What follows belongs to an exercise in optimizing a design on an open flow for small area; a production flow would make more cautious choices. At most, simulation tests tie the RTL to the original design; equivalence was not proved. For run 3, only the layout was checked, not whether the RTL still works. Power is estimated from default activity; no workload was simulated.

File: config.mk
export PLATFORM = sky130hd
export DESIGN_NAME = Pipeline
export DESIGN_NICKNAME = Pipeline
export VERILOG_FILES = /design/flow/design.v
export SDC_FILE = /design/flow/constraint.sdc
export NUM_CORES = 4
export LEC_CHECK = 0
export CAP_MARGIN = 20
export CORE_MARGIN = 2
export CORE_UTILIZATION = 45
export PLACE_DENSITY = 0.6
export SLEW_MARGIN = 20
export SYNTH_HIERARCHICAL = 1
export SYNTH_MINIMUM_KEEP_SIZE = 0
File: constraint.sdc
create_clock -name core_clock -period 8.0 [get_ports {clk}]
set_input_delay 1.6000 -clock core_clock [delete_from_list [all_inputs] [get_ports {clk}]]
set_output_delay 1.6000 -clock core_clock [all_outputs]
set_load 0.01 [all_outputs]
File: design.v
module aoi222(input a0, b0, a1, b1, a2, b2, output y);
	assign y = ~((a0 & b0) | (a1 & b1) | (a2 & b2));
endmodule
module oai21(input a0, a1, b, output y);
	assign y = ~((a0 | a1) & b);
endmodule
module invm(input a, output y);
	assign y = ~a;
endmodule
module nand2m(input a, b, output y);
	assign y = ~(a & b);
endmodule
module nand3m(input a, b, c, output y);
	assign y = ~(a & b & c);
endmodule
module nand4m(input a, b, c, d, output y);
	assign y = ~(a & b & c & d);
endmodule
module nor2m(input a, b, output y);
	assign y = ~(a | b);
endmodule
module or3m(input a, b, c, output y);
	assign y = a | b | c;
endmodule
module xor2m(input a, b, output y);
	assign y = a ^ b;
endmodule
module xnor2m(input a, b, output y);
	assign y = ~(a ^ b);
endmodule
module and2m(input a, b, output y);
	assign y = a & b;
endmodule
module or2m(input a, b, output y);
	assign y = a | b;
endmodule
module nand2bm(input an, b, output y);
	assign y = ~(~an & b);
endmodule
module oai22(input a0, a1, b0, b1, output y);
	assign y = ~((a0 | a1) & (b0 | b1));
endmodule
module ao21(input a0, a1, b, output y);
	assign y = (a0 & a1) | b;
endmodule
module rf_rdbit(input [31:1] s, input [31:1] d, output y);
	wire [10:0] n;
	genvar g;
	generate for (g = 0; g < 10; g = g + 1) begin : A
		aoi222 a(s[3*g+1], d[3*g+1], s[3*g+2], d[3*g+2], s[3*g+3], d[3*g+3], n[g]);
	end endgenerate
	nand2m a31(s[31], d[31], n[10]);
	wire p0, p1, p2;
	nand4m c0(n[0], n[1], n[2], n[3], p0);
	nand4m c1(n[4], n[5], n[6], n[7], p1);
	nand3m c2(n[8], n[9], n[10], p2);
	or3m c3(p0, p1, p2, y);
endmodule
module ALU(input [31:0] wbv, mema, rd1, rd2, input [15:0] imm,
		input sAw, sAm, sAr, sBw, sBm, sBi, sBr,
		input sub, selS, selXo, selAo, selSlt, selLg,
		output [31:0] lo, output hi);
	wire [32:0] c;       
	wire [31:0] px;      
	wire nselAo, nselXo;
	wire nImmHi;
	wire s32;
	invm ia(selAo, nselAo);
	invm ix(selXo, nselXo);
	nand2m ih(sBi, imm[15], nImmHi);
	assign c[0] = sub;
	genvar i;
	generate for (i = 0; i < 32; i = i + 1) begin : S
		wire nA, nB1, B;
		aoi222 ma(sAw, wbv[i], sAm, mema[i], sAr, rd1[i], nA);
		aoi222 mb(sBw, wbv[i], sBm, mema[i], sBr, rd2[i], nB1);
		if (i < 16) begin : LB
			wire nI;
			nand2m mi(sBi, imm[i], nI);
			nand2m mo(nB1, nI, B);
		end else begin : HB
			nand2m mo(nB1, nImmHi, B);
		end
		wire s;
		if (i % 2 == 0) begin : E
			wire nb, g, p, nL;
			xnor2m xb(B, sub, nb);           
			nor2m  gg(nA, nb, g);            
			nand2m pp(nA, nb, p);            
			xor2m  xx(nA, nb, px[i]);        
			oai21  cc(c[i], g, p, c[i+1]);   
			xor2m  ss(px[i], c[i], s);
			aoi222 ml(selS, s, selXo, px[i], selAo, g, nL);
			if (i == 0) begin : SLT
				wire nT;
				nand2m mt(selSlt, s32, nT);
				nand2m mo(nL, nT, lo[i]);
			end else begin : NS
				invm mo(nL, lo[i]);
			end
		end else begin : O
			wire a, b, ng, np, t;
			invm   ia(nA, a);
			xor2m  xb(B, sub, b);
			nand2m gg(a, b, ng);             
			nor2m  pp(a, b, np);             
			nand2bm xx(np, ng, px[i]);       
			oai21  cc(np, c[i], ng, c[i+1]); 
			xor2m  ss(px[i], c[i], s);
			oai22  ml(nselAo, ng, nselXo, px[i], t);
			ao21   mo(selS, s, t, lo[i]);
		end
	end endgenerate
	xnor2m sg(c[32], px[31], s32);
	assign hi = (selS & s32) | (selLg & lo[31]);
endmodule
module inc30(input [29:0] a, output [29:0] y);
	wire [30:0] t;       
	invm i0(a[0], y[0]);
	assign t[1] = a[0];
	genvar k;
	generate for (k = 1; k < 30; k = k + 1) begin : B
		if (k % 2 == 1) begin : O
			nand2m cc(t[k], a[k], t[k+1]);
			xor2m  ss(a[k], t[k], y[k]);
		end else begin : E
			wire an;
			invm   ia(a[k], an);
			nor2m  cc(t[k], an, t[k+1]);
			xnor2m ss(a[k], t[k], y[k]);
		end
	end endgenerate
endmodule
module badd30(input [29:0] a, input [15:0] imm, output [29:0] y);
	wire [16:0] c;       
	xor2m  s0(a[0], imm[0], y[0]);
	nand2m c0(a[0], imm[0], c[1]);
	genvar k;
	generate for (k = 1; k < 16; k = k + 1) begin : L
		if (k % 2 == 1) begin : O
			wire ng, np, npx;
			nand2m  gg(a[k], imm[k], ng);
			nor2m   pp(a[k], imm[k], np);
			nand2bm xx(np, ng, npx);
			oai21   cc(np, c[k], ng, c[k+1]);
			xor2m   ss(npx, c[k], y[k]);
		end else begin : E
			wire g, p, npx;
			and2m   gg(a[k], imm[k], g);
			or2m    pp(a[k], imm[k], p);
			nand2bm xx(g, p, npx);
			oai21   cc(c[k], g, p, c[k+1]);
			xnor2m  ss(npx, c[k], y[k]);
		end
	end endgenerate
	wire [30:16] t;      
	xor2m t16(imm[15], c[16], t[16]);
	generate for (k = 16; k < 30; k = k + 1) begin : H
		wire x;
		if (k % 2 == 0) begin : E
			xor2m  xs(a[k], imm[15], x);
			nand2m cc(x, t[k], t[k+1]);
			xor2m  ss(a[k], t[k], y[k]);
		end else begin : O
			xnor2m xs(a[k], imm[15], x);
			nor2m  cc(x, t[k], t[k+1]);
			xnor2m ss(a[k], t[k], y[k]);
		end
	end endgenerate
endmodule
module pcmux(input [29:0] r, j, b, n, input sr, sj, sb, sn, output [29:0] y);
	genvar k;
	generate for (k = 0; k < 30; k = k + 1) begin : B
		wire n1, n2;
		aoi222 m1(sr, r[k], sj, j[k], sn, n[k], n1);
		nand2m m2(sb, b[k], n2);
		nand2m m3(n1, n2, y[k]);
	end endgenerate
endmodule
module auxmux(input [29:0] pc4, input [4:0] rt, input [15:0] imm, input [31:0] lo, rd2,
		input sjal, slui, smflo, srd2, hbit, output [31:0] y);
	wire nh = ~hbit;
	wire nhh = ~((slui & rt[4]) | hbit);
	wire [20:0] lv = {rt, imm};
	genvar k;
	generate for (k = 0; k < 32; k = k + 1) begin : B
		wire n1, n2;
		if (k < 2) begin : L
			aoi222 m1(slui, lv[k], smflo, lo[k], srd2, rd2[k], n1);
			nand2m m3(n1, nh, y[k]);
		end else if (k < 21) begin : M
			aoi222 m1(sjal, pc4[k-2], smflo, lo[k], srd2, rd2[k], n1);
			nand2m m2(slui, lv[k], n2);
			nand3m m3(n1, n2, nh, y[k]);
		end else begin : H
			aoi222 m1(sjal, pc4[k-2], smflo, lo[k], srd2, rd2[k], n1);
			nand2m m3(n1, nhh, y[k]);
		end
	end endgenerate
endmodule
module wbmux(input [31:0] a, b, c, input sa, sb, sc, output [31:0] y);
	genvar k;
	generate for (k = 0; k < 32; k = k + 1) begin : B
		wire n1;
		aoi222 m1(sa, a[k], sb, b[k], sc, c[k], n1);
		invm m2(n1, y[k]);
	end endgenerate
endmodule
module Pipeline(input clk, input rst, input [31:0] Inst, readData_Mem,
		output [31:0] adr_inst, adr_Mem, writeData_Mem,
		output memWrite, memRead);
	localparam OP_ADDI = 6'b001000, OP_ADD = 6'b100000, OP_SUB = 6'b100010, OP_AND = 6'b100100,
		OP_OR = 6'b100101, OP_XOR = 6'b100110, OP_SLT = 6'b101010, OP_SLTI = 6'b001010,
		OP_LW = 6'b100011, OP_SW = 6'b101011, OP_MFLO = 6'b010000, OP_MFHI = 6'b010001,
		OP_J = 6'b000010, OP_JAL = 6'b000011, OP_JR = 6'b000111, OP_BEQ = 6'b000100,
		OP_BNE = 6'b000101, OP_LUI = 6'b001111;
	reg [31:2] pc;
	reg [31:0] id_inst;
	reg [31:2] id_pc4;
	reg [5:0] ex_op;
	reg [4:0] ex_rs, ex_rt;
	reg [15:0] ex_imm;
	reg [31:0] ex_rd1, ex_rd2;
	reg [31:2] ex_pc4;
	reg ex_sAw, ex_sAm, ex_sAr, ex_sBw, ex_sBm, ex_sBi, ex_sBr;
	reg [31:0] mem_alu, mem_aux;
	reg mem_hi;
	reg [4:0] mem_dest;
	reg mem_wr, mem_rd, mem_we, mem_isalu;
	reg [31:0] wb_val;
	wire e_addi = ex_op == OP_ADDI, e_add = ex_op == OP_ADD, e_sub = ex_op == OP_SUB,
		e_and = ex_op == OP_AND, e_or = ex_op == OP_OR, e_xor = ex_op == OP_XOR,
		e_slt = ex_op == OP_SLT, e_slti = ex_op == OP_SLTI, e_lw = ex_op == OP_LW,
		e_sw = ex_op == OP_SW, e_mflo = ex_op == OP_MFLO, e_mfhi = ex_op == OP_MFHI,
		e_j = ex_op == OP_J, e_jal = ex_op == OP_JAL, e_jr = ex_op == OP_JR,
		e_beq = ex_op == OP_BEQ, e_bne = ex_op == OP_BNE, e_lui = ex_op == OP_LUI;
	wire e_rtype = e_add | e_sub | e_and | e_or | e_xor | e_slt;
	wire e_itype = e_addi | e_slti | e_lw;
	wire e_alu = e_rtype | e_addi | e_slti;
	wire e_rw = e_alu | e_lw | e_mflo | e_mfhi | e_jal | e_lui;
	wire [4:0] e_dest = e_itype ? ex_rt : e_rtype ? ex_imm[15:11] : e_jal ? 5'd31 : ex_rs;
	wire e_wr = e_rw && e_dest != 5'd0;
	wire e_jmp = e_j | e_jal;
	wire [5:0] id_op = id_inst[31:26];
	wire [4:0] id_rs = id_inst[25:21];
	wire [4:0] id_rt = id_inst[20:16];
	wire [31:0] rd1, rd2;
	wire [31:0] mem_val;
	reg [32*32-1:32] rf;
	reg [31:1] rf_valid;
	wire [31:1] sel1, sel2, rf_we;
	genvar gi, gb;
	generate
		for (gi = 1; gi < 32; gi = gi + 1) begin : RSEL
			assign sel1[gi] = rf_valid[gi] && id_rs == gi;
			assign sel2[gi] = rf_valid[gi] && id_rt == gi;
			assign rf_we[gi] = mem_wr && mem_dest == gi;
			always @(posedge clk) begin
				if (rf_we[gi]) rf[32*gi +: 32] <= mem_val;
				if (rst) rf_valid[gi] <= 1'b0;
				else if (rf_we[gi]) rf_valid[gi] <= 1'b1;
			end
		end
		for (gb = 0; gb < 32; gb = gb + 1) begin : RBIT
			wire [31:1] col;
			for (gi = 1; gi < 32; gi = gi + 1) begin : C
				assign col[gi] = rf[32*gi + gb];
			end
			rf_rdbit r1(sel1, col, rd1[gb]);
			rf_rdbit r2(sel2, col, rd2[gb]);
		end
	endgenerate
	wire stall = e_lw && (ex_rt == id_rs || ex_rt == id_rt);
	wire eq = (rd1 == rd2);
	wire flush = ((id_op == OP_BEQ) && eq) || ((id_op == OP_BNE) && !eq);
	wire take = flush && !stall;
	wire [31:2] btarget;
	badd30 BA(id_pc4, id_inst[15:0], btarget);
	wire fa_wb = mem_wr && mem_dest == id_rs;
	wire fa_mem = e_wr && e_dest == id_rs;
	wire fb_wb = mem_wr && mem_dest == id_rt;
	wire fb_mem = e_wr && e_dest == id_rt;
	wire id_imm = !stall && (id_op == OP_ADDI || id_op == OP_SLTI || id_op == OP_LW || id_op == OP_SW);
	wire e_lg = e_and | e_or | e_xor;
	wire e_slts = e_slt | e_slti;
	wire [31:0] alu_lo;
	wire alu_hi;
	ALU EXE(wb_val, mem_alu, ex_rd1, ex_rd2, ex_imm,
		ex_sAw, ex_sAm, ex_sAr, ex_sBw, ex_sBm, ex_sBi, ex_sBr,
		e_sub | e_slts, !(e_lg | e_slts | e_beq | e_bne), e_xor | e_or, e_and | e_or, e_slts, e_lg,
		alu_lo, alu_hi);
	wire [31:0] aux;
	auxmux AX(ex_pc4, ex_rt, ex_imm, mem_alu, ex_rd2,
		e_jal, e_lui, e_mflo, !(e_jal | e_lui | e_mflo | e_mfhi), e_mfhi & mem_hi, aux);
	wire [31:2] pc_inc;
	inc30 PI(pc, pc_inc);
	wire [31:2] pc_next;
	pcmux PM(ex_rd1[29:0], {ex_pc4[31:28], ex_imm[10:0], ex_rs, ex_rt, ex_imm[15:11]}, btarget, pc_inc,
		!rst && e_jr, !rst && e_jmp, !rst && take && !e_jr && !e_jmp, !rst && !take && !e_jr && !e_jmp,
		pc_next);
	wbmux WM(readData_Mem, mem_alu, mem_aux, mem_rd, mem_isalu, !(mem_rd | mem_isalu), mem_val);
	always @(posedge clk) begin
		if (rst || !stall) pc <= pc_next;
		if (rst || flush) id_inst <= 32'd0;
		else if (!stall) id_inst <= Inst;
		if (!stall) id_pc4 <= pc_inc;
		ex_op <= (rst || stall) ? 6'd0 : id_op;
		ex_rs <= id_rs;
		ex_rt <= id_rt;
		ex_imm <= id_inst[15:0];
		ex_rd1 <= rd1;
		ex_rd2 <= rd2;
		ex_pc4 <= id_pc4;
		ex_sAw <= fa_wb;
		ex_sAm <= !fa_wb && fa_mem;
		ex_sAr <= !fa_wb && !fa_mem;
		ex_sBw <= fb_wb;
		ex_sBm <= !fb_wb && fb_mem;
		ex_sBi <= !fb_wb && !fb_mem && id_imm;
		ex_sBr <= !fb_wb && !fb_mem && !id_imm;
		mem_alu <= alu_lo;
		mem_hi <= alu_hi;
		mem_aux <= aux;
		mem_dest <= e_dest;
		mem_wr <= !rst && e_wr;
		mem_rd <= !rst && e_lw;
		mem_we <= !rst && e_sw;
		mem_isalu <= e_alu;
		wb_val <= mem_val;
	end
	assign adr_inst = {pc, 2'b00};
	assign adr_Mem = mem_alu;
	assign writeData_Mem = mem_aux;
	assign memRead = mem_rd;
	assign memWrite = mem_we;
endmodule
File: run.sh
#!/bin/bash
# synth_recipe.tcl (not shown) runs the flow's synth.tcl, then flattens the netlist and writes it again
# the make line also repeats each setting of config.mk as NAME=value (left out here)
make -C /OpenROAD-flow-scripts/flow DESIGN_CONFIG=/design/flow/config.mk WORK_HOME=/design/flow/orfs CLKGATE_MAP_FILE= SYNTH_SCRIPT=/design/flow/synth_recipe.tcl finish
==> impl_metrics.json, run 1 <==
{
  "ys_seq_elements": 1354,
  "clock_latency_ns": 0.77,
  "start_kind": "flip-flop",
  "clk_pin_slew_ns": 0.06,
  "peakVddDrop_v": 0.000211,
  "timing.rr.start": "ex_op[4]$_SDFF_PP0_",
  "vias": 41995,
  "grt_pass1_vias": 39598,
  "hold_depth": 0,
  "grt-ovfl-total": 0,
  "fin_crit_ns": 7.34,
  "drt_iter0_markers": 9794,
  "ant_nets": 0,
  "design_area_sq_um": 64300,
  "cts_made_buffers": 145,
  "rsz0062_at_grt": "no",
  "rrSetupSlack_ns": 0.66,
  "power.internal_uw": 11600,
  "cp_max_fo": 11,
  "setup_viol": 0,
  "pwr-share-comb": 0.034,
  "drcViolationCount": 0,
  "crit_path_end_kind": "flip-flop",
  "fp.dieW_microns": 351,
  "synth-main-ff-cell": "edfxtp_1",
  "finClkSkew_ns": 0.0317,
  "p_seq_frac": 0.520,
  "initial_utilization": 0.453,
  "coreArea_sq_um": 120000,
  "reg2reg_to": "mem_hi$_DFF_P_",
  "setup.worst_path.class": "reg2reg",
  "h-tree-depth": 4,
  "grtUsageTotal": 0.335,
  "dieArea_sq_um": 123000,
  "hold_viol_final": 0,
  "arrival_ns": 7.98,
  "clockPowerShare": 0.446,
  "p_sw_uw": 3250,
  "drtPass1Iterations": 14,
  "wire_per_inst_microns": 36.0,
  "yosysTopAreaCell": "edfxtp_1",
  "die_h_microns": 351,
  "max-cap-violations": 0,
  "synth_top_area_share": 0.582,
  "reg2reg_depth": 40,
  "max_slew.worst_pin.slew_ns": 1.16,
  "hp-class": "reg2reg",
  "synth.most_common_cell": "edfxtp_1",
  "holdPathEnd": "ex_pc4[14]$_DFF_P_",
  "cts.sinks": 1354,
  "post-dp-hpwl_microns": 133000,
  "root_buffer": "clkbuf_16",
  "outcome": "no timing/DRC/antenna violations",
  "post-route-util": 0.536,
  "synth.distinct_cells": 71,
  "antenna_found_initial": 12,
  "syn_inst": 3674,
  "num_rows": 127,
  "synth_seq_area_share": 0.693,
  "max_freq_mhz": 136,
  "clock_path_buffers": 3,
  "timing.final.crit_share": 0.918,
  "tritoncts": "done",
  "slowest_stage": "dfxtp_2",
  "drive_gt1_frac": 0.113,
  "gp_congestion": 0.971,
  "fillerInstances": 9943,
  "avgSynthCellArea_sq_um": 14.8,
  "placed_area_sq_um": 59500,
  "synth_edf_count": 1052,
  "finalNetCount": 4192,
  "power.leakage_uw": 0.0230,
  "holdCritStartpoint": "id_pc4[14]$_DFFE_PN_",
  "grt_max_degree": 51,
  "relSlewSlack": 0.221,
  "synth_area_leaders": "edfxtp_1 58%, a222oi_1 15%, dfxtp_1 11%",
  "p_sw_frac": 0.219,
  "ys_top_cells_by_count": "1052 x edfxtp_1, 814 x a222oi_1, 302 x dfxtp_1",
  "syn_to_final_growth_pct": 18.4,
  "synth_area_sq_um": 54300,
  "setup-tns-final_ns": 0,
  "drv_slew": 0,
  "cp_common_cell": "o21ai_1",
  "io_pins": 164,
  "cp_slowest_stage_delay_ns": 0.37,
  "portBuffers": 161,
  "cp.required_ns": 8.64,
  "synth_warnings": 7,
  "p_per_area_nw_per_um2": 230,
  "synthArstFlopShare": 0,
  "viasPerCell": 7.16,
  "grt_pass1_wl_microns": 293000,
  "wirelength_microns": 211000
}
-- placed cells by master (no fill, tap or decap), types with 30 or more instances in the layout --
master	count
nand2b_1	43
or3_1	66
xnor2_1	55
nand4_1	131
o21ai_1	36
clkbuf_16	154
nand3_1	87
mux2i_1	30
edfxtp_1	1052
nor2_4	32
buf_4	173
dfxtp_1	301
nand2_1	290
xor2_1	152
clkdlybuf4s50_1	161
and3_1	57
a222oi_1	814
nor2_1	177
inv_1	84
-- worst max-delay path by stage --
stage	cells after the start	end	slack (ns)	startpoint
final	40	mem_hi$_DFF_P_	0.66	ex_op[4]$_SDFF_PP0_
after CTS	39	mem_hi$_DFF_P_	0.05	ex_op[4]$_SDFF_PP0_
after detailed placement	39	mem_hi$_DFF_P_	0.10	ex_op[4]$_SDFF_PP0_
after global routing	40	mem_hi$_DFF_P_	0.01	ex_op[4]$_SDFF_PP0_
after global placement	39	mem_hi$_DFF_P_	0.25	ex_op[4]$_SDFF_PP0_
after floorplan	39	mem_hi$_DFF_P_	0.07	ex_op[5]$_SDFF_PP0_
-- kinds of logic after synthesis --
kind of cell           Yosys count  synth area share
XOR/XNOR                       208            0.0336
other                            1         0.0000691
buffers and inverters          125           0.00915
flip-flops                    1354             0.693
AND/OR/NAND/NOR                995            0.0905
multiplexers                    30           0.00553
AO/OA/AOI/OAI                  961             0.168
-- critical path: cells and delay by family (launching register included) --
family | cells | cell delay, ns
AOI/OAI and AO/OA | 32 | 5.51
and+or+nand+nor | 3 | 0.50
buffers and inverters | 3 | 0.49
DFF | 1 | 0.37
xor gates and xnor gates | 2 | 0.35
-- Yosys stat by module (local to each module, per instance), a selection --
module	cells inside	cell area, sq um	copies in the design
xnor2m	1	8.76	51
auxmux	2	12.5	1
oai21	1	5.00	47
and2m	1	6.26	7
ALU	1	8.76	1
Pipeline	1895	40900	1
nand3m	1	5.00	83
nor2m	1	3.75	60
nand4m	1	6.26	128
xor2m	1	8.76	103
nand2bm	1	6.26	31
or2m	1	6.26	7
nand2m	1	3.75	269
ao21	1	7.51	16
-- through the flow --
step	std cells	setup slack, ns	hold WS, ns	total power, uW
after floorplan	3675	0.0662	0.329	8060
after global placement	5588	0.249	0.361	8330
after detailed placement	5590	0.102	0.373	8340
after CTS	5854	0.0516	0.383	14800
after global routing	5857	0.0114	0.397	15200
final	5864	0.657	0.385	14800
-- final cells by class --
cell class | instances | area [sq um] | share of cell area
flip-flops and latches | 1354 | 37600 | 0.586
clock inverters | 70 | 552 | 0.00859
inverters | 87 | 327 | 0.00508
clock buffers | 194 | 4110 | 0.0639
well taps | 1612 | 2020 | 0.0314
repair buffers | 342 | 3070 | 0.0478
diodes | 9 | 22.5 | 0.000350
multi-input cells | 2196 | 16500 | 0.257
-- layer usage --
layer  up-vias  global-route usage  routed length [microns]
li1      17167                   -                        -
met1     20712               0.435                    74700
met2      3523               0.509                    91900
met3       591              0.0804                    29200
met4         2               0.208                    15600
met5         -                   0                       13
-- registers in the layout, indices dropped and copies added, names as in the netlist, 5 cells and up --
name	cells
ex_imm	16
ex_op	6
ex_pc4	30
ex_rd1	32
ex_rd2	32
ex_rs	5
ex_rt	5
id_inst	32
id_pc4	30
mem_alu	32
mem_aux	32
mem_dest	5
pc	30
rf	992
rf_valid	31
wb_val	32
-- what timing repair did --
| action | CTS | global route |
|---|---|---|
| setup endpoints to repair | 0 | 4 |
| resized for setup | 0 | 17 |
| hold buffers | 0 | 0 |
| buffers inserted | 0 | 1 |
-- power by group through the flow --
stage / Sequential (uW) / Combinational (uW) / Clock, uW
final: 7710 / 499 / 6600
after global routing: 7710 / 528 / 6920
after CTS: 7700 / 487 / 6640
after detailed placement: 7850 / 485 / 0
after global placement: 7850 / 482 / 0
after floorplan: 7820 / 239 / 0
==> run 2, diff against run 1 <==
==> flow/run.sh (new file) <==
#!/bin/bash
# Layout flow: the standard synthesis unchanged, then the standard ORFS
# steps with these changes:
#  - port buffers are buf_1 instead of the resizer's default choice
#  - clock tree synthesis without dummy loads
#  - power recovery (downsizing of gates off the critical paths), with cells
#    free to change footprint
# Each step's full output goes to the ORFS logs under orfs/logs, and the
# output of each make call to a log file here.
set -uo pipefail
bash standard.sh synth > make_synth.log 2>&1 || exit 1
export BUFFER_PORTS_ARGS="-buffer_cell sky130_fd_sc_hd__buf_1"
export CTS_ARGS="-sink_clustering_enable -repair_clock_nets -dont_use_dummy_load"
export RECOVER_POWER=100
bash standard.sh MATCH_CELL_FOOTPRINT=0 finish > make_layout.log 2>&1 || exit 1
==> standard.sh (new file) <==
#!/bin/bash
# synth_recipe.tcl (not shown) runs the flow's synth.tcl, then flattens the netlist and writes it again
# the make line also repeats each setting of config.mk as NAME=value (left out here)
make -C /OpenROAD-flow-scripts/flow DESIGN_CONFIG=/design/flow/config.mk WORK_HOME=/design/flow/orfs CLKGATE_MAP_FILE= SYNTH_SCRIPT=/design/flow/synth_recipe.tcl "${@:-finish}"
removed: run.sh
==> impl_metrics.json, run 2 <==
{
  "initial_utilization": 0.453,
  "max-cap-violations": 62,
  "cp.required_ns": 8.57,
  "num_rows": 127,
  "tritoncts": "done",
  "top_register": "rf",
  "p_seq_frac": 0.561,
  "pwr-share-comb": 0.032,
  "cp_slowest_stage_delay_ns": 1.03,
  "finClkSkew_ns": 0.0766,
  "drcViolationCount": 0,
  "place_ws_ns": 0.115,
  "gp_congestion": 0.947,
  "timing.final.crit_share": 0.960,
  "power.internal_uw": 10800,
  "avgSynthCellArea_sq_um": 14.8,
  "syn_to_final_growth_pct": 13.8,
  "grt_pass1_vias": 39335,
  "crit_path_end_kind": "flip-flop",
  "clk_pin_slew_ns": 0.06,
  "synth_top_area_share": 0.582,
  "synth_edf_count": 1052,
  "drtPass1Iterations": 13,
  "die_h_microns": 351,
  "hold_viol_final": 0,
  "grt_max_degree": 44,
  "ctsHoldBuffers": 0,
  "ys_top_cells_by_count": "1052 x edfxtp_1, 814 x a222oi_1, 302 x dfxtp_1",
  "cp_max_fo": 17,
  "mostFrequentLayoutCell": "edfxtp_1",
  "rsz0062_at_grt": "no",
  "clock_path_buffers": 3,
  "finalWorstSetupSlack_ns": 0.319,
  "drv_slew": 2010,
  "grt_pass1_wl_microns": 289000,
  "peakVddDrop_v": 0.000155,
  "hp-class": "reg2reg",
  "relSlewSlack": -1.16,
  "viasPerCell": 7.21,
  "root_buffer": "clkbuf_16",
  "finalNetCount": 4207,
  "ys_seq_elements": 1354,
  "worstPathCellList": "nor2b_1 -> nor2b_1 -> and3_1 -> clkbuf_1 -> clkbuf_1 -> a222oi_1 -> nand4_1 -> or3_1 -> xor2_1 -> nor4_1 -> nand4_1 -> nor2_1 -> xnor2_1 -> o21bai_2 -> clkbuf_2 -> nor2_1",
  "wirelength_microns": 209000,
  "setup.worst_path.class": "reg2reg",
  "vias": 41489,
  "start_kind": "flip-flop",
  "synth_area_sq_um": 54300,
  "ant_nets": 0,
  "cts.sinks": 1354,
  "antenna_found_initial": 13,
  "synth_warnings": 7,
  "syn_inst": 3674,
  "setup_viol": 0,
  "synth_area_leaders": "edfxtp_1 58%, a222oi_1 15%, dfxtp_1 11%",
  "max_freq_mhz": 130,
  "portBuffers": 161,
  "p_per_area_nw_per_um2": 223,
  "p_sw_uw": 2910,
  "setup-tns-final_ns": 0,
  "outcome": "finished with violations",
  "h-tree-depth": 4,
  "wire_per_inst_microns": 36.3,
  "coreArea_sq_um": 120000,
  "slowest_stage": "and3_1",
  "synth.most_common_cell": "edfxtp_1",
  "layout_common_cells": "1052 x edfxtp_1, 814 x a222oi_1, 302 x dfxtp_1, 290 x nand2_1, 182 x nor2_1",
  "violatedChecks": "capacitance limit, slew limit",
  "power.leakage_uw": 0.0218,
  "grt-ovfl-total": 0,
  "clock_latency_ns": 0.77,
  "arrival_ns": 8.25,
  "fp.dieW_microns": 351,
  "drive_gt1_frac": 0.0761,
  "synthArstFlopShare": 0,
  "fin_crit_ns": 7.68,
  "synth.distinct_cells": 71,
  "io_pins": 164,
  "post-dp-hpwl_microns": 134000,
  "max_slew.worst_pin.slew_ns": 3.24,
  "yosysTopAreaCell": "edfxtp_1",
  "grtUsageTotal": 0.331,
  "dieArea_sq_um": 123000,
  "cts_made_buffers": 142,
  "clockPowerShare": 0.407,
  "largest_reg_flops": 992,
  "synth-main-ff-cell": "edfxtp_1",
  "synth_seq_area_share": 0.693,
  "p_sw_frac": 0.212,
  "drt_iter0_markers": 9731
}
## run 2: cell counts after synthesis
No cell type changed its count.
## run 2: Yosys stat by module, one instance, submodules excluded, a selection
module    flops+latches  times used
Pipeline           1354           1
ALU                   0           1
ao21                  0          16
oai22                 0          16
nand3m                0          83
nor2m                 0          60
## run 2: cell families (layout without fill, tap and decap cells)
| group | count (synthesis) | in the layout | synth area share |
|---|---|---|---|
| AO/OA/AOI/OAI | 961 | 961 | 0.168 |
| XOR/XNOR | 208 | 208 | 0.0336 |
| buffers and inverters | 125 | 589 | 0.00915 |
| multiplexers | 30 | 30 | 0.00553 |
| AND/OR/NAND/NOR | 995 | 995 | 0.0905 |
| other | 1 | 6 | 0.0000691 |
| flip-flops | 1354 | 1354 | 0.693 |
## run 2: path summary, 6_finish.rpt
check                                 from                       end  slack [ns]  cells after the start
setup / recovery  id_inst[24]$_SDFFE_PP0N_  id_inst[15]$_SDFFE_PP0N_        0.32                     16
hold / removal    id_inst[14]$_SDFFE_PP0N_        ex_imm[14]$_DFF_P_        0.36                      0
setup reg to reg  id_inst[24]$_SDFFE_PP0N_  id_inst[15]$_SDFFE_PP0N_        0.32                     16
hold reg to reg   id_inst[14]$_SDFFE_PP0N_        ex_imm[14]$_DFF_P_        0.36                      0
## run 2: final cells by class
class                      count  area [sq um]
fill                       10132         58100
sequential                  1354         37600
multi-input combinational   2196         16400
clock buffer                 142          3550
tap                         1612          2020
timing repair buffer         360          1780
inverter                      87           327
antenna                        4          10.0
## run 2: power groups by stage
stage               logic (uW)  clock network [uW]  registers (uW)
global route               466                5890            7720
floorplan                  239                   0            7820
finish                     438                5600            7720
CTS                        440                5630            7710
global placement           433                   0            7860
detailed placement         438                   0            7860
## run 2: through the flow
step / utilization / std cells / power [uW] / cell area (sq um) / hold WS [ns]
floorplan: - / 3675 / 8060 / 54300 / 0.329
global placement: 0.488 / 5600 / 8290 / 58500 / 0.375
detailed placement: 0.489 / 5605 / 8290 / 58600 / 0.364
CTS: 0.519 / 5747 / 13800 / 62200 / 0.372
finish: 0.515 / 5755 / 13800 / 61800 / 0.360
global route: 0.515 / 5753 / 14100 / 61800 / 0.374
## run 2: what timing repair did
item | in CTS | in global routing
resized for setup | 0 | 12
endpoints found under the setup margin | 0 | 4
hold endpoints to repair | 0 | 0
setup buffers | 0 | 3
## run 2: critical path: cells and delay by family, from the launching register on
kind,cells,cell delay [ns]
compound gates,2,0.85
buf+inv,3,1.91
flops,1,0.69
xor+xnor,2,0.26
simple gates,9,3.74
## run 2: routing by layer
layer,vias up,GRT usage,wire length [microns]
li1,17060,-,-
met1,20404,0.423,73600
met2,3380,0.503,91200
met3,639,0.0785,27700
met4,6,0.223,16700
met5,-,0,40
==> run 3, diff against run 2 <==
--- a/design.v
+++ b/design.v
@@ -223,6 +223,7 @@
 	reg [31:0] ex_rd1, ex_rd2;
 	reg [31:2] ex_pc4;
 	reg ex_sAw, ex_sAm, ex_sAr, ex_sBw, ex_sBm, ex_sBi, ex_sBr;
+	reg ex_sub;          
 	reg [31:0] mem_alu, mem_aux;
 	reg mem_hi;
 	reg [4:0] mem_dest;
@@ -287,7 +288,7 @@
 	wire alu_hi;
 	ALU EXE(wb_val, mem_alu, ex_rd1, ex_rd2, ex_imm,
 		ex_sAw, ex_sAm, ex_sAr, ex_sBw, ex_sBm, ex_sBi, ex_sBr,
-		e_sub | e_slts, !(e_lg | e_slts | e_beq | e_bne), e_xor | e_or, e_and | e_or, e_slts, e_lg,
+		ex_sub, !(e_lg | e_slts | e_beq | e_bne), e_xor | e_or, e_and | e_or, e_slts, e_lg,
 		alu_lo, alu_hi);
 	wire [31:0] aux;
 	auxmux AX(ex_pc4, ex_rt, ex_imm, mem_alu, ex_rd2,
@@ -318,6 +319,7 @@
 		ex_sBm <= !fb_wb && fb_mem;
 		ex_sBi <= !fb_wb && !fb_mem && id_imm;
 		ex_sBr <= !fb_wb && !fb_mem && !id_imm;
+		ex_sub <= !stall && (id_op == OP_SUB || id_op == OP_SLT || id_op == OP_SLTI);
 		mem_alu <= alu_lo;
 		mem_hi <= alu_hi;
 		mem_aux <= aux;
==> flow/run.sh (replaced) <==
#!/bin/bash
# Layout flow: the standard synthesis unchanged, then the standard ORFS
# steps with these changes:
#  - port buffers are buf_1 instead of the resizer's default choice
#  - clock tree from clkbuf_8 buffers, without dummy loads


# Each step's full output goes to the ORFS logs under orfs/logs, and the
# output of each make call to a log file here.
set -uo pipefail
bash standard.sh synth > make_synth.log 2>&1 || exit 1
export BUFFER_PORTS_ARGS="-buffer_cell sky130_fd_sc_hd__buf_1"
export CTS_ARGS="-sink_clustering_enable -repair_clock_nets -dont_use_dummy_load -buf_list sky130_fd_sc_hd__clkbuf_8 -sink_clustering_size 16 -sink_clustering_max_diameter 80"

bash standard.sh MATCH_CELL_FOOTPRINT=0 finish > make_layout.log 2>&1 || exit 1
==> config.mk (replaced) <==
export PLATFORM = sky130hd
export DESIGN_NAME = Pipeline
export DESIGN_NICKNAME = Pipeline
export VERILOG_FILES = /design/flow/design.v
export SDC_FILE = /design/flow/constraint.sdc
export NUM_CORES = 4
export LEC_CHECK = 0
export CAP_MARGIN = 10
export CORE_MARGIN = 2
export CORE_UTILIZATION = 40
export PLACE_DENSITY = 0.6
export SLEW_MARGIN = 10
export SYNTH_HIERARCHICAL = 1
export SYNTH_MINIMUM_KEEP_SIZE = 0
==> impl_metrics.json, run 3 <==
{
  "post_cts_resized": 0,
  "mostFrequentLayoutCell": "edfxtp_1",
  "cp_slowest_stage_delay_ns": 0.39,
  "tritoncts": "done",
  "reg2reg_depth": 39,
  "synth-main-ff-cell": "edfxtp_1",
  "synth_area_leaders": "edfxtp_1 58%, a222oi_1 15%, dfxtp_1 11%",
  "synthArstFlopShare": 0,
  "setup.worst_path.class": "reg2reg",
  "grt_pass1_vias": 39077,
  "viasPerCell": 7.07,
  "setup_viol": 0,
  "synth_area_sq_um": 54300,
  "root_buffer": "clkbuf_8",
  "max_freq_mhz": 137,
  "clk_pin_slew_ns": 0.12,
  "fp.dieW_microns": 372,
  "io_pins": 164,
  "fin_crit_ns": 7.29,
  "initial_utilization": 0.402,
  "timing.rr.start": "ex_sBw$_DFF_P_",
  "drtPass1Iterations": 15,
  "ctsHoldBuffers": 0,
  "arrival_ns": 8.02,
  "hold-worst-slack_ns": 0.391,
  "top_register": "rf",
  "cts_made_buffers": 95,
  "clock_path_buffers": 3,
  "peakVddDrop_v": 0.000148,
  "synth.most_common_cell": "edfxtp_1",
  "drcViolationCount": 0,
  "grt-ovfl-total": 0,
  "clock_latency_ns": 0.85,
  "reg2reg_to": "mem_hi$_DFF_P_",
  "rrSetupSlack_ns": 0.71,
  "slowest_stage": "a222oi_1",
  "drv_slew": 0,
  "grt_max_degree": 43,
  "finClkSkew_ns": 0.120,
  "syn_inst": 3673,
  "synth_warnings": 7,
  "post_cts_buffers": 0,
  "holdPathEnd": "ex_pc4[14]$_DFF_P_",
  "synth_edf_count": 1052,
  "hp-class": "reg2reg",
  "avgSynthCellArea_sq_um": 14.8,
  "start_kind": "flip-flop",
  "layout_common_cells": "1052 x edfxtp_1, 814 x a222oi_1, 302 x dfxtp_1, 286 x nand2_1, 174 x nor2_1",
  "dieArea_sq_um": 139000,
  "wirelength_microns": 211000,
  "finalNetCount": 4104,
  "ant_nets": 0,
  "cp_max_fo": 31,
  "p_per_area_nw_per_um2": 191,
  "cts.sinks": 1355,
  "outcome": "no timing/DRC/antenna violations",
  "num_rows": 135,
  "antenna_found_initial": 17,
  "power.leakage_uw": 0.0206,
  "syn_to_final_growth_pct": 9.99,
  "rsz0062_at_grt": "no",
  "cp_common_cell": "o21ai_1",
  "gp_congestion": 0.946,
  "ys_top_cells_by_count": "1052 x edfxtp_1, 814 x a222oi_1, 303 x dfxtp_1",
  "hold_viol_final": 0,
  "relSlewSlack": 0.178,
  "coreArea_sq_um": 135000,
  "synth_top_area_share": 0.582,
  "startpoint": "ex_sBw$_DFF_P_",
  "place_inst": 5721,
  "portBuffers": 161,
  "yosysTopAreaCell": "edfxtp_1",
  "fin_cells": 5821,
  "max_slew.worst_pin.slew_ns": 1.23,
  "grt_pass1_wl_microns": 289000,
  "crit_path_end_kind": "flip-flop",
  "hold_depth": 0,
  "timing.final.crit_share": 0.911,
  "holdCritStartpoint": "id_pc4[14]$_DFFE_PN_",
  "drt_iter0_markers": 10304,
  "vias": 41164,
  "synth.distinct_cells": 59,
  "ys_seq_elements": 1355,
  "largest_reg_flops": 992,
  "max-cap-violations": 0,
  "wire_per_inst_microns": 36.3,
  "h-tree-depth": 3,
  "cp.required_ns": 8.73,
  "die_h_microns": 372,
  "grtUsageTotal": 0.294,
  "setup-tns-final_ns": 0,
  "synth_seq_area_share": 0.693,
  "drive_gt1_frac": 0.0845,
  "post-dp-hpwl_microns": 128000
}
==> run 3: through the flow <==
| stage | instance area [sq um] | setup WS (ns) | total power [uW] | util |
|---|---|---|---|---|
| floorplan | 54300 | 1.07 | 8090 | - |
| global placement | 58400 | 0.418 | 8320 | 0.432 |
| detailed placement | 58400 | 0.333 | 8330 | 0.432 |
| CTS | 59700 | 0.341 | 11400 | 0.441 |
| global route | 59700 | 0.0143 | 11700 | 0.442 |
| finish | 59700 | 0.709 | 11400 | 0.442 |
==> run 3: where the power goes <==
group / internal (uW) / switching (uW)
Combinational: 139 / 322
Sequential: 7610 / 115
Clock: 1060 / 2170
==> run 3: per-layer routing <==
layer  vias to the layer above  GRT usage  part of all wire
met2                      3360      0.445              0.43
li1                      16768          -                 -
met3                       628     0.0809              0.14
met1                     20402      0.370              0.34
met5                         -   0.000350           0.00018
met4                         6      0.193             0.077
==> run 3: final cells by class <==
cell class	instances	area (sq um)
fill	12133	75400
inverter	88	330
antenna	4	10.0
timing repair buffer	310	1730
clock buffer	95	1310
tap	1781	2230
sequential	1355	37700
multi-input combinational	2188	16500
==> run 3: modules after synthesis, one instance, submodules excluded, excerpt <==
module | cell area, sq um | copies in the design
nand2m | 3.75 | 269
and2m | 6.26 | 7
nand2bm | 6.26 | 31
or2m | 6.26 | 7
oai22 | 6.26 | 16
ALU | 8.76 | 1
==> run 3: logic make-up (layout without fill, tap and decap cells) <==
group / count (synthesis) / count (layout) / synth area share
compound gates: 944 / 944 / 0.166
xor+xnor: 212 / 212 / 0.0342
buf+inv: 131 / 493 / 0.0103
flops: 1355 / 1355 / 0.693
mux: 34 / 34 / 0.00631
other cells: 1 / 6 / 0.0000691
simple gates: 996 / 996 / 0.0902
==> run 3: worst max-delay path: cells and delay by family (launching register included) <==
family / cells / cell delay (ns)
buffers and inverters: 2 / 0.41
AOI/OAI and AO/OA: 33 / 6.01
and+or+nand+nor: 2 / 0.21
DFF: 1 / 0.33
xor gates and xnor gates: 2 / 0.27
==> run 3: worst max-delay path by stage <==
stage	to	slack, ns	depth (start not counted)
global placement	mem_hi$_DFF_P_	0.42	39
global route	mem_hi$_DFF_P_	0.01	39
floorplan	mem_hi$_DFF_P_	1.07	36
detailed placement	mem_hi$_DFF_P_	0.33	39
finish	mem_hi$_DFF_P_	0.71	39
CTS	mem_hi$_DFF_P_	0.34	39
==> run 4, diff against run 3 <==
--- a/design.v
+++ b/design.v
@@ -248,19 +248,15 @@
 	wire [31:0] rd1, rd2;
 	wire [31:0] mem_val;
 	reg [32*32-1:32] rf;
-	reg [31:1] rf_valid;
 	wire [31:1] sel1, sel2, rf_we;
 	genvar gi, gb;
 	generate
 		for (gi = 1; gi < 32; gi = gi + 1) begin : RSEL
-			assign sel1[gi] = rf_valid[gi] && id_rs == gi;
-			assign sel2[gi] = rf_valid[gi] && id_rt == gi;
-			assign rf_we[gi] = mem_wr && mem_dest == gi;
-			always @(posedge clk) begin
+			assign sel1[gi] = id_rs == gi;
+			assign sel2[gi] = id_rt == gi;
+			assign rf_we[gi] = rst || (mem_wr && mem_dest == gi);
+			always @(posedge clk)
 				if (rf_we[gi]) rf[32*gi +: 32] <= mem_val;
-				if (rst) rf_valid[gi] <= 1'b0;
-				else if (rf_we[gi]) rf_valid[gi] <= 1'b1;
-			end
 		end
 		for (gb = 0; gb < 32; gb = gb + 1) begin : RBIT
 			wire [31:1] col;
@@ -299,7 +295,7 @@
 	pcmux PM(ex_rd1[29:0], {ex_pc4[31:28], ex_imm[10:0], ex_rs, ex_rt, ex_imm[15:11]}, btarget, pc_inc,
 		!rst && e_jr, !rst && e_jmp, !rst && take && !e_jr && !e_jmp, !rst && !take && !e_jr && !e_jmp,
 		pc_next);
-	wbmux WM(readData_Mem, mem_alu, mem_aux, mem_rd, mem_isalu, !(mem_rd | mem_isalu), mem_val);
+	wbmux WM(readData_Mem, mem_alu, mem_aux, !rst && mem_rd, !rst && mem_isalu, !rst && !(mem_rd | mem_isalu), mem_val);
 	always @(posedge clk) begin
 		if (rst || !stall) pc <= pc_next;
 		if (rst || flush) id_inst <= 32'd0;
--- a/flow/run.sh
+++ b/flow/run.sh
@@ -3,13 +3,10 @@
 # steps with these changes:
 #  - port buffers are buf_1 instead of the resizer's default choice
 #  - clock tree from clkbuf_8 buffers, without dummy loads
-
-
 # Each step's full output goes to the ORFS logs under orfs/logs, and the
 # output of each make call to a log file here.
 set -uo pipefail
 bash standard.sh synth > make_synth.log 2>&1 || exit 1
 export BUFFER_PORTS_ARGS="-buffer_cell sky130_fd_sc_hd__buf_1"
 export CTS_ARGS="-sink_clustering_enable -repair_clock_nets -dont_use_dummy_load -buf_list sky130_fd_sc_hd__clkbuf_8 -sink_clustering_size 16 -sink_clustering_max_diameter 80"
-
 bash standard.sh MATCH_CELL_FOOTPRINT=0 finish > make_layout.log 2>&1 || exit 1
--- a/config.mk
+++ b/config.mk
@@ -7,8 +7,8 @@
 export LEC_CHECK = 0
 export CAP_MARGIN = 10
 export CORE_MARGIN = 2
-export CORE_UTILIZATION = 40
-export PLACE_DENSITY = 0.6
+export CORE_UTILIZATION = 55
+export PLACE_DENSITY = 0.7
 export SLEW_MARGIN = 10
 export SYNTH_HIERARCHICAL = 1
 export SYNTH_MINIMUM_KEEP_SIZE = 0
==> impl_metrics.json, run 4 <==
{
  "ctsHoldBuffers": 0,
  "start_kind": "flip-flop",
  "cp_slowest_stage_delay_ns": 0.37,
  "max_freq_mhz": 137,
  "synth_seq_area_share": 0.693,
  "cp_max_fo": 31,
  "cp_top_family": "compound AO/OA/AOI/OAI gates",
  "yosysTopAreaCell": "edfxtp_1",
  "initial_utilization": 0.554,
  "coreArea_sq_um": 96400,
  "outcome": "no timing/DRC/antenna violations",
  "cts_made_buffers": 92,
  "holdCritStartpoint": "id_pc4[4]$_DFFE_PN_",
  "setup_viol": 0,
  "drtPass1Iterations": 13,
  "holdPathEnd": "ex_pc4[4]$_DFF_P_",
  "setup.worst_path.class": "reg2reg",
  "hold_depth": 0,
  "synth_edf_count": 1052,
  "grt-ovfl-total": 0,
  "cp.required_ns": 8.69,
  "layout_common_cells": "1052 x edfxtp_1, 814 x a222oi_1, 373 x nand2_1, 271 x dfxtp_1, 161 x buf_1",
  "mostFrequentLayoutCell": "edfxtp_1",
  "avgSynthCellArea_sq_um": 14.7,
  "vias": 41429,
  "synth_area_sq_um": 53400,
  "startpoint": "ex_sBw$_DFF_P_",
  "portBuffers": 161,
  "drt_iter0_markers": 10767,
  "peakVddDrop_v": 0.000130,
  "drive_gt1_frac": 0.0900,
  "clock_latency_ns": 0.80,
  "wire_per_inst_microns": 37.6,
  "post_cts_buffers": 0,
  "fp.dieW_microns": 316,
  "finalNetCount": 4066,
  "grtUsageTotal": 0.388,
  "cp_common_cell": "o21ai_1",
  "synth.most_common_cell": "edfxtp_1",
  "h-tree-depth": 3,
  "grt_pass1_vias": 39019,
  "drv_slew": 0,
  "hp-class": "reg2reg",
  "synthArstFlopShare": 0,
  "arrival_ns": 8.02,
  "hold_viol_final": 0,
  "die_h_microns": 316,
  "tritoncts": "done",
  "max-cap-violations": 0,
  "place_ws_ns": 0.549,
  "rrSetupSlack_ns": 0.68,
  "finClkSkew_ns": 0.0524,
  "antenna_found_initial": 12,
  "viasPerCell": 7.84,
  "syn_to_final_growth_pct": 9.39,
  "setup-tns-final_ns": 0,
  "fin_crit_ns": 7.32,
  "p_per_area_nw_per_um2": 246,
  "grt_max_degree": 47,
  "reg2reg_to": "mem_hi$_DFF_P_",
  "cts.sinks": 1324,
  "timing.rr.start": "ex_sBw$_DFF_P_",
  "relSlewSlack": 0.107,
  "timing.final.crit_share": 0.915,
  "ys_seq_elements": 1324,
  "drcViolationCount": 0,
  "ant_nets": 0,
  "dieArea_sq_um": 99600,
  "reg2reg_depth": 38,
  "syn_inst": 3645,
  "synth-main-ff-cell": "edfxtp_1",
  "post_cts_resized": 0,
  "wirelength_microns": 198000,
  "gp_congestion": 0.961,
  "synth_warnings": 7,
  "power.leakage_uw": 0.0207,
  "root_buffer": "clkbuf_8",
  "ys_top_cells_by_count": "1052 x edfxtp_1, 814 x a222oi_1, 382 x nand2_1",
  "synth_top_area_share": 0.591,
  "max_slew.worst_pin.slew_ns": 1.34,
  "largest_reg_flops": 992,
  "io_pins": 164,
  "finalWorstSetupSlack_ns": 0.678,
  "critPathBufInv": 1,
  "grt_pass1_wl_microns": 275000,
  "top_register": "rf",
  "synth_area_leaders": "edfxtp_1 59%, a222oi_1 15%, dfxtp_1 10%",
  "num_rows": 114,
  "slowest_stage": "a222oi_1",
  "clock_path_buffers": 3,
  "synth.distinct_cells": 70,
  "crit_path_end_kind": "flip-flop",
  "post-dp-hpwl_microns": 122000,
  "clk_pin_slew_ns": 0.12
}
==> run 4: cell count changes in the layout (fill, tap and decap cells not counted), sizes merged, moves of 14 or more <==
cell / change
and2: -14
a21oi: +31
dfxtp: -31
nor3: +22
nor2: -76
and3: -53
mux2i: -31
nand2: +97
==> run 4: metal layers <==
metal	vias up	GRT usage	routed length (microns)
li1	16676	-	-
met1	19924	0.488	63400
met2	4105	0.578	85600
met3	716	0.118	33300
met4	8	0.268	16200
met5	-	0	47
==> run 4: how the worst max path moves through the flow <==
stage                          end  slack, ns  cells after the start
floorplan           mem_hi$_DFF_P_       1.06                     36
detailed placement  mem_hi$_DFF_P_       0.55                     38
CTS                 mem_hi$_DFF_P_       0.49                     38
finish              mem_hi$_DFF_P_       0.68                     38
global route        mem_hi$_DFF_P_     -0.008                     38
global placement    mem_hi$_DFF_P_       0.62                     38
==> run 4: kinds of logic (layout without fill, tap and decap cells) <==
kind of cell,count (synthesis),after routing,synth area share
AOI/OAI and AO/OA,1007,1007,0.175
and+or+nand+nor,966,966,0.0869
muxes,1,1,0.000187
xor gates and xnor gates,207,207,0.0339
other,1,9,0.0000702
DFF,1324,1324,0.693
buffers and inverters,139,491,0.0101
==> run 4: cell type report <==
type / instances / area (sq um)
Antenna cell: 7 / 17.5
Clock buffer: 92 / 1270
Fill cell: 7363 / 38000
Inverter: 92 / 345
Multi-Input combinational cell: 2183 / 16400
Sequential cell: 1324 / 37000
Tap cell: 1276 / 1600
Timing Repair Buffer: 307 / 1740
==> run 4: where the power goes <==
part	switching [uW]	internal, uW	total, uW
clock network	2090	1030	3120
registers	682	8520	9200
logic	1450	611	2060
total	4220	10200	14400
==> run 4: Yosys stat by module (local to each module, per instance), a selection <==
module,cells,copies in the design,flops+latches,area [sq um]
ALU,1,1,0,8.76
invm,1,80,0,3.75
nand2bm,1,31,0,6.26
nand4m,1,128,0,6.26
oai22,1,16,0,6.26
or3m,1,64,0,6.26
xnor2m,1,51,0,8.76
==> run 4: worst register-to-register path, delay by kind of cell (launching register included) <==
kind,cells,cell delay (ns)
AOI/OAI and AO/OA,33,6.10
DFF,1,0.33
xor gates and xnor gates,2,0.32
buffers and inverters,1,0.25
and+or+nand+nor,2,0.20
==> run 4: stage by stage <==
| stage | area [sq um] | hold WS [ns] | instances | total power [uW] | util |
|---|---|---|---|---|---|
| floorplan | 53400 | 0.326 | 3646 | 10200 | - |
| global placement | 57100 | 0.363 | 5179 | 11200 | 0.592 |
| detailed placement | 57100 | 0.367 | 5179 | 11300 | 0.592 |
| CTS | 58300 | 0.372 | 5271 | 14200 | 0.605 |
| global route | 58400 | 0.381 | 5276 | 14700 | 0.606 |
| finish | 58400 | 0.383 | 5281 | 14400 | 0.606 |
==> run 5, diff against run 4 <==
--- a/config.mk
+++ b/config.mk
@@ -7,8 +7,8 @@
 export LEC_CHECK = 0
 export CAP_MARGIN = 10
 export CORE_MARGIN = 2
-export CORE_UTILIZATION = 55
-export PLACE_DENSITY = 0.7
+export CORE_UTILIZATION = 40
+export PLACE_DENSITY = 0.6
 export SLEW_MARGIN = 10
 export SYNTH_HIERARCHICAL = 1
 export SYNTH_MINIMUM_KEEP_SIZE = 0
==> impl_metrics.json, run 5 <==
{
  "outcome": "no timing/DRC/antenna violations",
  "root_buffer": "clkbuf_8",
  "holdCritStartpoint": "id_inst[12]$_SDFFE_PP0N_",
  "drv_slew": 0,
  "place_inst": 5712,
  "max-cap-violations": 0,
  "cp_common_cell": "o21ai_1",
  "grt-ovfl-total": 0,
  "post_cts_resized": 0,
  "io_pins": 164,
  "h-tree-depth": 3,
  "place_ws_ns": 0.405,
  "relSlewSlack": 0.126,
  "num_rows": 134,
  "post-dp-hpwl_microns": 135000,
  "setup.worst_path.class": "reg2reg",
  "cts_made_buffers": 94,
  "ant_nets": 0,
  "finalNetCount": 4108,
  "layout_common_cells": "1052 x edfxtp_1, 814 x a222oi_1, 373 x nand2_1, 271 x dfxtp_1, 182 x buf_4",
  "ys_top_cells_by_count": "1052 x edfxtp_1, 814 x a222oi_1, 382 x nand2_1",
  "post_cts_buffers": 0,
  "mostFrequentLayoutCell": "edfxtp_1",
  "synth_area_leaders": "edfxtp_1 59%, a222oi_1 15%, dfxtp_1 10%",
  "timing.final.crit_share": 0.919,
  "die_h_microns": 369,
  "gp_congestion": 0.938,
  "design_area_sq_um": 59500,
  "ys_seq_elements": 1324,
  "crit_path_end_kind": "flip-flop",
  "grt_pass1_vias": 39483,
  "max_freq_mhz": 136,
  "antenna_found_initial": 13,
  "startpoint": "ex_sBw$_DFF_P_",
  "clock_path_buffers": 3,
  "dieArea_sq_um": 136000,
  "largest_reg_flops": 992,
  "cp_max_fo": 4,
  "yosysTopAreaCell": "edfxtp_1",
  "ctsHoldBuffers": 0,
  "finalWorstSetupSlack_ns": 0.649,
  "viasPerCell": 7.18,
  "setup_viol": 0,
  "drt_iter0_markers": 10323,
  "drive_gt1_frac": 0.100,
  "slowest_stage": "dfxtp_1",
  "start_kind": "flip-flop",
  "max_slew.worst_pin.slew_ns": 1.31,
  "grt_max_degree": 50,
  "wire_per_inst_microns": 37.1,
  "top_register": "rf",
  "arrival_ns": 8.05,
  "portBuffers": 161,
  "clk_pin_slew_ns": 0.11,
  "avgSynthCellArea_sq_um": 14.7,
  "synth_area_sq_um": 53400,
  "cts.sinks": 1324,
  "power.leakage_uw": 0.0210,
  "tritoncts": "done",
  "syn_inst": 3645,
  "hold_viol_final": 0,
  "cp.required_ns": 8.70,
  "timing.rr.start": "ex_sBw$_DFF_P_",
  "vias": 41731,
  "p_per_area_nw_per_um2": 244,
  "clock_latency_ns": 0.84,
  "synth_warnings": 7,
  "fin_cells": 5813,
  "hp-class": "reg2reg",
  "grtUsageTotal": 0.304,
  "coreArea_sq_um": 133000,
  "placed_area_sq_um": 58100,
  "cp_slowest_stage_delay_ns": 0.35,
  "initial_utilization": 0.402,
  "wirelength_microns": 216000,
  "synth_edf_count": 1052,
  "fp.dieW_microns": 369,
  "drtPass1Iterations": 13,
  "finClkSkew_ns": 0.0981,
  "grt_pass1_wl_microns": 295000,
  "p_total_uw": 14500,
  "synth.distinct_cells": 70,
  "syn_to_final_growth_pct": 11.4,
  "synth_seq_area_share": 0.693,
  "peakVddDrop_v": 0.000144,
  "synth_top_area_share": 0.591,
  "fin_crit_ns": 7.35,
  "synth.most_common_cell": "edfxtp_1",
  "synthArstFlopShare": 0,
  "synth-main-ff-cell": "edfxtp_1",
  "drcViolationCount": 0
}
[run 5: changes by cell type in the layout (fill, tap and decap cells not counted), sizes merged]
| cell | before | now |
|---|---|---|
| inv | 89 | 92 |
| buf | 307 | 347 |
| diode | 7 | 5 |
| clkbuf | 92 | 94 |
| clkinv | 3 | 0 |
[run 5: stage by stage]
stage,setup TNS [ns],hold WS [ns],utilization
after detailed placement,0,0.369,0.437
after global routing,-0.0188,0.342,0.447
after floorplan,0,0.326,-
after global placement,0,0.361,0.437
after CTS,0,0.317,0.447
final,0,0.323,0.448
[run 5: modules after synthesis, one instance, submodules excluded, excerpt]
module | cells | copies in the design | area [sq um] | flops+latches
nand3m | 1 | 83 | 5.00 | 0
Pipeline | 1866 | 1 | 40000 | 1324
xnor2m | 1 | 51 | 8.76 | 0
invm | 1 | 80 | 3.75 | 0
aoi222 | 1 | 814 | 10.0 | 0
xor2m | 1 | 103 | 8.76 | 0
[run 5: path summary, 6_finish.rpt]
path,end,slack (ns),depth (start not counted)
worst max-delay path,mem_hi$_DFF_P_,0.65,38
worst min-delay path,ex_imm[12]$_DFF_P_,0.32,0
worst max register to register,mem_hi$_DFF_P_,0.65,38
worst min register to register,ex_imm[12]$_DFF_P_,0.32,0
[run 5: area by class of cell]
cell class              instances  area (sq um)
multi-input cells            2183         16500
clock buffers                  94          1290
fillers                     11797         73500
flip-flops and latches       1324         37000
diodes                          5          12.5
repair buffers                347          2070
well taps                    1768          2210
inverters                      92           345
[run 5: cells by family after synthesis]
kind of cell | Yosys count | synth area share
buffers and inverters | 139 | 0.0101
AND/OR/NAND/NOR | 966 | 0.0869
multiplexers | 1 | 0.000187
flip-flops | 1324 | 0.693
AO/OA/AOI/OAI | 1007 | 0.175
other | 1 | 0.0000702
XOR/XNOR | 207 | 0.0339
[run 5: power breakdown]
group	internal [uW]	switching [uW]	total, uW
clock	1050	2140	3190
sequential	8520	703	9220
combinational	617	1490	2100
[run 5: critical path: cells and delay by family (launching register included)]
kind            cells  cell delay (ns)
compound gates     34             6.30
flops               1             0.35
xor+xnor            2             0.31
simple gates        2             0.29
[run 5: metal layers]
layer  global-route usage  wire length, microns  vias to the layer above
li1                     -                     -                    16779
met1                0.382                 74000                    20598
met2                0.459                 94300                     3671
met3               0.0813                 30600                      675
met4                0.210                 16800                        8
met5              0.00463                   131                        -
==> run 6, diff against run 5 <==
--- a/flow/run.sh
+++ b/flow/run.sh
@@ -8,5 +8,5 @@
 set -uo pipefail
 bash standard.sh synth > make_synth.log 2>&1 || exit 1
 export BUFFER_PORTS_ARGS="-buffer_cell sky130_fd_sc_hd__buf_1"
-export CTS_ARGS="-sink_clustering_enable -repair_clock_nets -dont_use_dummy_load -buf_list sky130_fd_sc_hd__clkbuf_8 -sink_clustering_size 16 -sink_clustering_max_diameter 80"
+export CTS_ARGS="-sink_clustering_enable -repair_clock_nets -dont_use_dummy_load -buf_list sky130_fd_sc_hd__clkbuf_8 -sink_clustering_size 14 -sink_clustering_max_diameter 60"
 bash standard.sh MATCH_CELL_FOOTPRINT=0 finish > make_layout.log 2>&1 || exit 1
--- a/config.mk
+++ b/config.mk
@@ -7,8 +7,8 @@
 export LEC_CHECK = 0
 export CAP_MARGIN = 10
 export CORE_MARGIN = 2
-export CORE_UTILIZATION = 40
-export PLACE_DENSITY = 0.6
+export CORE_UTILIZATION = 55
+export PLACE_DENSITY = 0.7
 export SLEW_MARGIN = 10
 export SYNTH_HIERARCHICAL = 1
 export SYNTH_MINIMUM_KEEP_SIZE = 0
==> impl_metrics.json, run 6 <==
{
  "num_rows": 114,
  "max_freq_mhz": 137,
  "top_register": "rf",
  "syn_inst": 3645,
  "outcome": "no timing/DRC/antenna violations",
  "cp.required_ns": 8.69,
  "gp_congestion": 0.961,
  "ys_seq_elements": 1324,
  "hold_viol_final": 0,
  "synth_area_leaders": "edfxtp_1 59%, a222oi_1 15%, dfxtp_1 10%",
  "crit_path_end_kind": "flip-flop",
  "setup.worst_path.class": "reg2reg",
  "synth_warnings": 7,
  "portBuffers": 161,
  "ys_top_cells_by_count": "1052 x edfxtp_1, 814 x a222oi_1, 382 x nand2_1",
  "wirelength_microns": 199000,
  "yosysTopAreaCell": "edfxtp_1",
  "synth-main-ff-cell": "edfxtp_1",
  "cts.sinks": 1324,
  "h-tree-depth": 3,
  "peakVddDrop_v": 0.000154,
  "grt_pass1_wl_microns": 275000,
  "synth_area_sq_um": 53400,
  "drv_slew": 0,
  "root_buffer": "clkbuf_8",
  "wire_per_inst_microns": 37.5,
  "initial_utilization": 0.554,
  "slowest_stage": "a222oi_1",
  "cp_common_cell": "o21ai_1",
  "vias": 41648,
  "antenna_found_initial": 15,
  "cp_slowest_stage_delay_ns": 0.38,
  "coreArea_sq_um": 96400,
  "dr.max_layer_used": "met5",
  "grt-ovfl-total": 0,
  "viasPerCell": 7.86,
  "relSlewSlack": 0.113,
  "start_kind": "flip-flop",
  "ant_nets": 0,
  "layout_common_cells": "1052 x edfxtp_1, 814 x a222oi_1, 373 x nand2_1, 271 x dfxtp_1, 161 x buf_1",
  "arrival_ns": 7.96,
  "grt_max_degree": 47,
  "drt_iter0_markers": 10504,
  "tritoncts": "done",
  "synth_edf_count": 1052,
  "synth.most_common_cell": "edfxtp_1",
  "largest_reg_flops": 992,
  "setup-tns-final_ns": 0,
  "post-dp-hpwl_microns": 122000,
  "grtUsageTotal": 0.387,
  "p_total_uw": 14600,
  "syn_to_final_growth_pct": 9.94,
  "met3_length_microns": 32500,
  "rsz0062_at_grt": "no",
  "dieArea_sq_um": 99600,
  "routed-wl-met2_microns": 86300,
  "clock_latency_ns": 0.84,
  "finalNetCount": 4085,
  "synth_seq_area_share": 0.693,
  "fin_crit_ns": 7.27,
  "cp_max_fo": 31,
  "fp.dieW_microns": 316,
  "hp-class": "reg2reg",
  "timing.final.crit_share": 0.909,
  "post_cts_buffers": 0,
  "clock_path_buffers": 3,
  "p_per_area_nw_per_um2": 249,
  "drcViolationCount": 0,
  "die_h_microns": 316,
  "wirelength_met1_microns": 64000,
  "power.leakage_uw": 0.0209,
  "drive_gt1_frac": 0.0946,
  "synth.distinct_cells": 70,
  "drtPass1Iterations": 14,
  "max_slew.worst_pin.slew_ns": 1.33,
  "synth_top_area_share": 0.591,
  "mostFrequentLayoutCell": "edfxtp_1",
  "cts_made_buffers": 110,
  "finClkSkew_ns": 0.0786,
  "clk_pin_slew_ns": 0.09,
  "synthArstFlopShare": 0,
  "io_pins": 164,
  "avgSynthCellArea_sq_um": 14.7,
  "setup_viol": 0,
  "max-cap-violations": 0,
  "grt_pass1_vias": 39177
}
[run 6: cell counts after synthesis]
Identical to the previous run, type by type.
[run 6: cell type report]
class,count,area [sq um]
Clock buffer,110,1510
Tap cell,1276,1600
Antenna cell,3,7.51
Timing Repair Buffer,308,1790
Fill cell,7353,37700
Sequential cell,1324,37000
Multi-Input combinational cell,2183,16400
Inverter,92,345
[run 6: through the flow]
| step | setup slack [ns] | util | cells | hold WS [ns] | area, sq um |
|---|---|---|---|---|---|
| 2_1_floorplan | 1.06 | - | 3646 | 0.326 | 53400 |
| 3_3_place_gp | 0.616 | 0.592 | 5179 | 0.363 | 57100 |
| 3_5_place_dp | 0.549 | 0.592 | 5179 | 0.367 | 57100 |
| 4_1_cts | 0.489 | 0.607 | 5289 | 0.372 | 58600 |
| 5_1_grt | 0.0117 | 0.609 | 5294 | 0.376 | 58700 |
| 6_report | 0.726 | 0.609 | 5296 | 0.381 | 58700 |
[run 6: timing repair]
item / 4_1_cts / 5_1_grt
setup endpoints to repair: 0 / 2
endpoints found under the hold margin: 0 / 0
resized for setup: 0 / 6
hold buffers: 0 / 0
[run 6: worst paths after layout]
path | startpoint | end | slack (ns) | depth (start not counted)
max | ex_sBw$_DFF_P_ | mem_hi$_DFF_P_ | 0.73 | 38
min | id_pc4[4]$_DFFE_PN_ | ex_pc4[4]$_DFF_P_ | 0.38 | 0
max reg2reg | ex_sBw$_DFF_P_ | mem_hi$_DFF_P_ | 0.73 | 38
min reg2reg | id_pc4[4]$_DFFE_PN_ | ex_pc4[4]$_DFF_P_ | 0.38 | 0
[run 6: layer usage]
layer / track usage / vias up
li1: - / 16709
met1: 0.487 / 20063
met2: 0.581 / 4131
met3: 0.117 / 731
met4: 0.261 / 14
met5: 0 / -
[run 6: cell families (layout without fill, tap and decap cells)]
group                     Yosys count  count (layout)  share of synthesized area
and+or+nand+nor                   966             966                     0.0869
xor gates and xnor gates          207             207                     0.0339
AOI/OAI and AO/OA                1007            1007                      0.175
buffers and inverters             139             510                     0.0101
DFF                              1324            1324                      0.693
other                               1               5                  0.0000702
muxes                               1               1                   0.000187
[run 6: power breakdown]
group          switching [uW]  total [uW]  internal (uW)  leakage [uW]
Sequential                684        9200           8520        0.0132
Combinational            1450        2070            620       0.00692
Clock                    2120        3340           1220      0.000791
[run 6: Yosys stat by module (local to each module, per instance), excerpt]
module   area [sq um]  flops+latches  times used
auxmux           12.5              0           1
aoi222           10.0              0         814
xor2m            8.76              0         103
ALU              8.76              0           1
xnor2m           8.76              0          51
and2m            6.26              0           7
oai22            6.26              0          16
nand2bm          6.26              0          31
nand3m           5.00              0          83
oai21            5.00              0          47
nor2m            3.75              0          60
nand2m           3.75              0         269
invm             3.75              0          80
[run 6: critical path: cells and delay by family (launching register included)]
family / cells / cell delay [ns]
buffers and inverters: 1 / 0.25
DFF: 1 / 0.32
xor gates and xnor gates: 2 / 0.35
AOI/OAI and AO/OA: 33 / 5.99
and+or+nand+nor: 2 / 0.26

-- re-timing with driven ports --
Ports are ideal in the flow. The routed layouts listed here were re-timed in OpenROAD.
Step 1: set_driving_cell puts a clkbuf_16 on clk and a buf_2 on each other input, an assumption about the parent block.
Step 2 moves the port delays by t, midway between the first and last clock arrival at a register: inputs arrive t later, outputs are due t later. That takes back most of the time a late clock gives input paths.
Slacks: no drivers / after step 1 / after step 2; pairs: no drivers / after step 1.
run | shift t [ns] | setup slack, ns | worst slew at a driven data input, ns
run 1 | 0.825 | 0.657 / 0.657 / 0.657 | 0.07
run 2 | 0.807 | 0.319 / 0.319 / 0.319 | 0.10
run 3 | 0.861 | 0.709 / 0.709 / 0.709 | 0.06
run 4 | 0.849 | 0.678 / 0.678 / 0.678 | 0.06
run 5 | 0.856 | 0.649 / 0.649 / 0.649 | 0.10
run 6 | 0.857 | 0.726 / 0.726 / 0.726 | 0.06
